Source: an optimization exercise on an open RTL-to-GDS flow (aim: small area and a short achievable clock period). Production flows keep margins and buffers that such runs may drop. In this exercise RTL edits were held to simulation tests only and were not proved equivalent to the original.

Design lab2_pipe, start of the top module:
module lab2_pipe (
    input clk,
    input rst,
    input start,
    input [31:0] x,
    output reg rdy,
    output [31:0] y
);
==> flow/config.mk <==
export PLATFORM = sky130hd
export DESIGN_NAME = lab2_pipe
export DESIGN_NICKNAME = lab2_pipe
export VERILOG_FILES = /design/flow/design.v
export SDC_FILE = /design/flow/constraint.sdc
export NUM_CORES = 4
export LEC_CHECK = 0
export CAP_MARGIN = 20
export CORE_MARGIN = 2
export CORE_UTILIZATION = 55
export CTS_CLUSTER_DIAMETER = 80
export CTS_CLUSTER_SIZE = 22
export PLACE_DENSITY = 0.7
export SLEW_MARGIN = 75
export SYNTH_HIERARCHICAL = 1
==> flow/constraint.sdc <==
create_clock -name core_clock -period 15.0 [get_ports {clk}]
set_input_delay 3.0000 -clock core_clock [delete_from_list [all_inputs] [get_ports {clk}]]
set_output_delay 3.0000 -clock core_clock [all_outputs]
set_load 0.01 [all_outputs]
standard.sh (not shown) runs the stock make flow with config.mk's settings and CLKGATE_MAP_FILE= SYNTH_SCRIPT=/design/flow/synth_recipe.tcl, a recipe that flattens the netlist after the stock synthesis.
==> flow/flow/run.sh <==
#!/bin/bash
set -euo pipefail
export BUFFER_PORTS_ARGS="-buffer_cell sky130_fd_sc_hd__buf_2"
bash standard.sh > standard_flow.log 2>&1
The baseline went through all stages and came out clean.
Then changed:
--- a/flow/config.mk
+++ b/flow/config.mk
@@ -10 +10 @@
-export CORE_UTILIZATION = 55
+export CORE_UTILIZATION = 60
@@ -13 +13 @@
-export PLACE_DENSITY = 0.7
+export PLACE_DENSITY = 0.75
The changed run went through all stages and came out clean.
Hold slack is better by 0.0050 ns.
Non-clock buffer count came out lower by 6.
Sequential share of layout area barely changes.
Wire length came out lower by 1.0%.

* * *

lab2_pipe again, from the RTL that the note above started with.
Settings: LEC_CHECK=0, CAP_MARGIN=20, CORE_MARGIN=2, CORE_UTILIZATION=40, CTS_BUF_LIST=sky130_fd_sc_hd__clkbuf_8, CTS_CLUSTER_DIAMETER=60, CTS_CLUSTER_SIZE=16, PLACE_DENSITY=0.7, SLEW_MARGIN=75, SYNTH_HIERARCHICAL=1; clock period 15.0 ns.
Scripts as last shown in full above: flow/flow/run.sh
Edit:
==> flow/config.mk (replaced) <==
export PLATFORM = sky130hd
export DESIGN_NAME = lab2_pipe
export DESIGN_NICKNAME = lab2_pipe
export VERILOG_FILES = /design/flow/design.v
export SDC_FILE = /design/flow/constraint.sdc
export NUM_CORES = 4
export LEC_CHECK = 0
export CAP_MARGIN = 20
export CORE_MARGIN = 2
export CORE_UTILIZATION = 60
export CTS_CLUSTER_DIAMETER = 80
export CTS_CLUSTER_SIZE = 22
export PLACE_DENSITY = 0.75
export SLEW_MARGIN = 70
export SYNTH_HIERARCHICAL = 1
After rerunning:
- clock skew came out lower by 27 ps
- worst setup slack improved by 38 ps

* * *

Starting RTL as in the previous note.
Design lab2_pipe, start of the top module:
module lab2_pipe (
    input clk,
    input rst,
    input start,
    input [31:0] x,
    output reg rdy,
    output [31:0] y
);
==> flow/config.mk <==
export PLATFORM = sky130hd
export DESIGN_NAME = lab2_pipe
export DESIGN_NICKNAME = lab2_pipe
export VERILOG_FILES = /design/flow/design.v
export SDC_FILE = /design/flow/constraint.sdc
export NUM_CORES = 4
export LEC_CHECK = 0
export CAP_MARGIN = 20
export CORE_MARGIN = 2
export CORE_UTILIZATION = 60
export CTS_CLUSTER_DIAMETER = 80
export CTS_CLUSTER_SIZE = 22
export PLACE_DENSITY = 0.7
export SLEW_MARGIN = 75
export SYNTH_HIERARCHICAL = 1
==> flow/constraint.sdc <==
create_clock -name core_clock -period 15.0 [get_ports {clk}]
set_input_delay 3.0000 -clock core_clock [delete_from_list [all_inputs] [get_ports {clk}]]
set_output_delay 3.0000 -clock core_clock [all_outputs]
set_load 0.01 [all_outputs]
Scripts as last shown in full above: flow/flow/run.sh
The first run produced a clean layout.
Rerun with:
CORE_UTILIZATION = 40   (was 60)
CTS_CLUSTER_DIAMETER = 60   (was 80)
CTS_CLUSTER_SIZE = 30   (was 22)
PLACE_DENSITY = 0.6   (was 0.7)
Outcome: Design area climbs by 2.1%. First-iteration DRC count drops by 27%. Global-route usage drops by 11 points. Fmax climbs by 0.40%. Wire length drops by 1.3%. Setup slack gets better by 0.016 ns. Worst hold slack is about the same.
Rerun with:
CTS_BUF_LIST = sky130_fd_sc_hd__clkbuf_8   (was default)
CTS_CLUSTER_SIZE = 16   (was 30)
GPL_ROUTABILITY_DRIVEN = 0   (was default)
Result: The new run completed with no timing, DRC or antenna violations. Design area falls slightly. Global-route usage barely changes. Sequential share of layout area came out higher by 0.32 points. Non-clock buffer count is unchanged. Wire length stays flat. Clock-buffer cell count went down by 2.
Rerun with:
CORE_UTILIZATION = 70   (was 40)
CTS_BUF_LIST = default   (was sky130_fd_sc_hd__clkbuf_8)
CTS_CLUSTER_DIAMETER = 80   (was 60)
CTS_CLUSTER_SIZE = 22   (was 16)
GPL_ROUTABILITY_DRIVEN = default   (was 0)
PLACE_DENSITY = 0.8   (was 0.6)
After rerunning:
- core utilization grows by 33 points
- die area shrinks by 42%
- cell area shrinks by 0.89%
- clock-buffer cell count shrinks by 10
- non-clock buffer count grows by 9
- first-iteration DRC count grows by 76%
- clock skew shrinks by 0.027 ns

* * *

Setup of lane 1:
lab2_pipe again, from the RTL that the note above started with.
==> flow/config.mk <==
export PLATFORM = sky130hd
export DESIGN_NAME = lab2_pipe
export DESIGN_NICKNAME = lab2_pipe
export VERILOG_FILES = /design/flow/design.v
export SDC_FILE = /design/flow/constraint.sdc
export NUM_CORES = 4
export LEC_CHECK = 0
export CAP_MARGIN = 20
export CORE_MARGIN = 2
export CORE_UTILIZATION = 40
export CTS_CLUSTER_DIAMETER = 80
export CTS_CLUSTER_SIZE = 22
export PLACE_DENSITY = 0.7
export SLEW_MARGIN = 70
export SYNTH_HIERARCHICAL = 1
==> flow/constraint.sdc <==
create_clock -name core_clock -period 15.0 [get_ports {clk}]
set_input_delay 3.0000 -clock core_clock [delete_from_list [all_inputs] [get_ports {clk}]]
set_output_delay 3.0000 -clock core_clock [all_outputs]
set_load 0.01 [all_outputs]
Scripts as last shown in full above: flow/flow/run.sh
Lane 1: no failed stages, no open violations at the end
Setup changes, lane 1 to lane 2
- SLEW_MARGIN changed from 70 to 75
Findings:
- Diff lane 1..lane 2 | number of placed instances with taps included | negligible
- Between lane 2 and lane 1, the difference in wire length is negligible.
- When the final numbers for lane 2 and lane 1 were put side by side, the share of cells above drive strength 1 turned out to be smaller in lane 1.
[inputs] lane 3 vs lane 2
- PLACE_DENSITY changed from 0.7 to 0.6
- CTS_BUF_LIST newly set to sky130_fd_sc_hd__clkbuf_8
- CTS_CLUSTER_SIZE changed from 22 to 16
- CTS_CLUSTER_DIAMETER changed from 80 to 60
Findings:
Worst-case hold slack down 0.0043 ns in lane 3 wrt lane 2. Lane 3 ended up with more standard cells than lane 2. On least setup slack across all paths after layout, the lower figure sits with lane 3, not lane 2.
diff inputs: lane 3 => lane 4
- changing CTS_CLUSTER_SIZE from 16 to 22
- changing CTS_CLUSTER_DIAMETER from 60 to 80
- changing PLACE_DENSITY from 0.6 to 0.7
- changing SLEW_MARGIN from 75 to 60
- removing CTS_BUF_LIST (formerly sky130_fd_sc_hd__clkbuf_8)
--- outcome ---
Delta (lane 4 minus lane 3): cell count along the critical path now larger; fraction of the cycle the final worst path needs now sits higher; clock sink count has remained practically unchanged; setup slack on the worst flop-to-flop path -0.25 ns.

* * *

## build 38
Another version of the RTL of lab2_pipe (not shown whole).
Size: roughly 3000 cells after synthesis, ~320 flip-flops, about 68 I/O pins, roughly 30000 um2 of cells after synthesis.
Settings: LEC_CHECK=0, CAP_MARGIN=20, CORE_MARGIN=2, CORE_UTILIZATION=40, CTS_CLUSTER_DIAMETER=60, CTS_CLUSTER_SIZE=30, PLACE_DENSITY=0.6, SLEW_MARGIN=75, SYNTH_HIERARCHICAL=1; clock period 15.0 ns.
Scripts as last shown in full above: flow/flow/run.sh
Input changes introduced in build 72 (baseline for comparison: build 38):
Settings: CTS_CLUSTER_SIZE removed (was 30); CTS_CLUSTER_DIAMETER removed (was 60).
==> flow/run.sh (new file) <==
#!/bin/bash
# synth_recipe.tcl (not shown) runs the flow's synth.tcl, then flattens the netlist and writes it again
# the make line also repeats each setting of config.mk as NAME=value (left out here)
make -C /OpenROAD-flow-scripts/flow DESIGN_CONFIG=/design/flow/config.mk WORK_HOME=/design/flow/orfs CLKGATE_MAP_FILE= SYNTH_SCRIPT=/design/flow/synth_recipe.tcl finish
removed: flow/flow/run.sh
removed: flow/standard.sh
Findings:
r3_x4h[13] as the capture point of the critical path was reported by build 38, and y[4] by build 72. From build 38 to build 72 the numbers moved as follows: depth of the worst hold-timing path did not really move, global-route wire length before repair saw an increase. Summary of build 72 over build 38: worst setup slack decreased 0.16 ns, flip-flop and latch count essentially unchanged, met1 usage in global routing essentially unchanged, final non-filler cell total essentially unchanged, wire length essentially unchanged.
Setup changes, build 72 to build 44
Settings: CORE_UTILIZATION now 60, was 40; PLACE_DENSITY now 0.75, was 0.6; CTS_CLUSTER_SIZE now 22, previously not set; CTS_CLUSTER_DIAMETER now 80, previously not set.
==> flow/flow/run.sh (new file) <==
#!/bin/bash
set -euo pipefail
export BUFFER_PORTS_ARGS="-buffer_cell sky130_fd_sc_hd__buf_2"
bash standard.sh > standard_flow.log 2>&1
==> flow/standard.sh (new file) <==
#!/bin/bash
# synth_recipe.tcl (not shown) runs the flow's synth.tcl, then flattens the netlist and writes it again
# the make line also repeats each setting of config.mk as NAME=value (left out here)
make -C /OpenROAD-flow-scripts/flow DESIGN_CONFIG=/design/flow/config.mk WORK_HOME=/design/flow/orfs CLKGATE_MAP_FILE= SYNTH_SCRIPT=/design/flow/synth_recipe.tcl "${@:-finish}"
removed: flow/run.sh
Findings:
- Going from build 72 to build 44, relative area of clock buffers and inverters in the final design decreased by 1.4 points relative to the old numbers, depth of the CTS H-tree has decreased.
- Taking build 44 over build 72, the mean number of vias per cell ratio works out to 1.14.
- Compared with build 72, build 44 shows cell count that has gone down by a little under 10%.
- Routed wire length ended up about 3% lower on build 44 than on build 72.
- A cell with the biggest individual delay on the critical path of fa_1 is what build 44 shows, while clkdlybuf4s50_1 belongs to build 72.

* * *

Starting RTL as in the previous note.
==> flow/design.v (excerpt) <==
module lab2_pipe (
    input clk,
    input rst,
    input start,
    input [31:0] x,
    output reg rdy,
    output [31:0] y
);
Settings: LEC_CHECK=0, CAP_MARGIN=20, CORE_MARGIN=2, CORE_UTILIZATION=40, CTS_CLUSTER_DIAMETER=80, CTS_CLUSTER_SIZE=22, PLACE_DENSITY=0.6, SLEW_MARGIN=75, SYNTH_HIERARCHICAL=1; clock period 15.0 ns.
==> flow/flow/run.sh <==
#!/bin/bash
set -euo pipefail
export BUFFER_PORTS_ARGS="-buffer_cell sky130_fd_sc_hd__buf_2"
bash standard.sh > standard_flow.log 2>&1
Rerun with:
- CTS_CLUSTER_DIAMETER: 80 -> not set
- CTS_CLUSTER_SIZE: 22 -> not set
=>
- cell count came out higher by 0.43%
- design area went up by 1.2%
- flip-flop and latch count is unchanged
- maximum frequency came out lower by 0.32%
Rerun with:
- CTS_CLUSTER_DIAMETER: not set -> 80
- CTS_CLUSTER_SIZE: not set -> 22
- SLEW_MARGIN: 75 -> 80
Result: Synthesized cell count stays the same. Critical path depth came out lower by 1.

==> separate check: timing with driven ports <==
In the flow no input, the clock included, has a driving cell. The finished layouts below were timed again as built, in two steps. Step 1 assumes that a clkbuf_16 drives the clock port and a buf_2 every other input. Step 2, shift: input delay + t, output delay - t, t = (earliest + latest rising clock arrival at the registers) / 2. This alone moves slack from input paths to output paths. Slacks: ideal / step 1 / step 2; pairs: ideal / step 1.
run	t, ns	setup WS [ns]	hold slack, ns	worst setup path after step 2	worst slew at a driven data input, ns
the first run of note 1	0.631	10.960 / 10.906 / 10.852	0.324 / 0.324 / 0.324	input to register	0.04
the second run of note 1	0.603	10.996 / 10.944 / 10.902	0.329 / 0.329 / 0.329	input to register	0.04
the first run of note 2	0.676	10.849 / 10.788 / 11.011	0.324 / 0.324 / 0.324	input to register	0.04
the second run of note 2	0.620	10.887 / 10.887 / 10.887	0.328 / 0.328 / 0.328	register to register	0.04
the first run of note 3	0.633	10.961 / 10.900 / 10.941	0.328 / 0.328 / 0.328	input to register	0.04
the second run of note 3	0.629	10.977 / 10.904 / 10.832	0.329 / 0.329 / 0.329	input to register	0.03
the third run of note 3	0.672	10.899 / 10.837 / 10.858	0.320 / 0.320 / 0.320	input to register	0.03
the fourth run of note 3	0.630	10.776 / 10.776 / 10.776	0.324 / 0.324 / 0.324	register to register	0.05
lane 1	0.643	10.905 / 10.835 / 10.951	0.329 / 0.329 / 0.329	register to register	0.04
lane 2	0.631	10.908 / 10.841 / 11.039	0.325 / 0.325 / 0.325	input to register	0.04
lane 3	0.672	10.899 / 10.837 / 10.858	0.320 / 0.320 / 0.320	input to register	0.03
lane 4	0.644	10.775 / 10.775 / 10.775	0.331 / 0.331 / 0.331	register to register	0.04
build 38	0.629	10.703 / 10.703 / 10.703	0.303 / 0.303 / 0.303	register to register	0.03
build 72	0.615	10.546 / 10.484 / 10.263	0.324 / 0.324 / 0.324	input to register	0.04
build 44	0.617	10.560 / 10.560 / 10.560	0.324 / 0.324 / 0.324	register to register	0.04
the first run of note 6	0.660	10.729 / 10.729 / 10.729	0.328 / 0.328 / 0.328	register to register	0.03
the second run of note 6	0.623	10.716 / 10.716 / 10.716	0.320 / 0.320 / 0.320	register to register	0.03
the third run of note 6	0.656	10.630 / 10.630 / 10.630	0.323 / 0.323 / 0.323	register to register	0.03
After both steps every run listed still meets setup and hold. The setup slack of build 72, which loses most, moves by -0.062 ns with the drivers and by -0.283 ns with both steps.
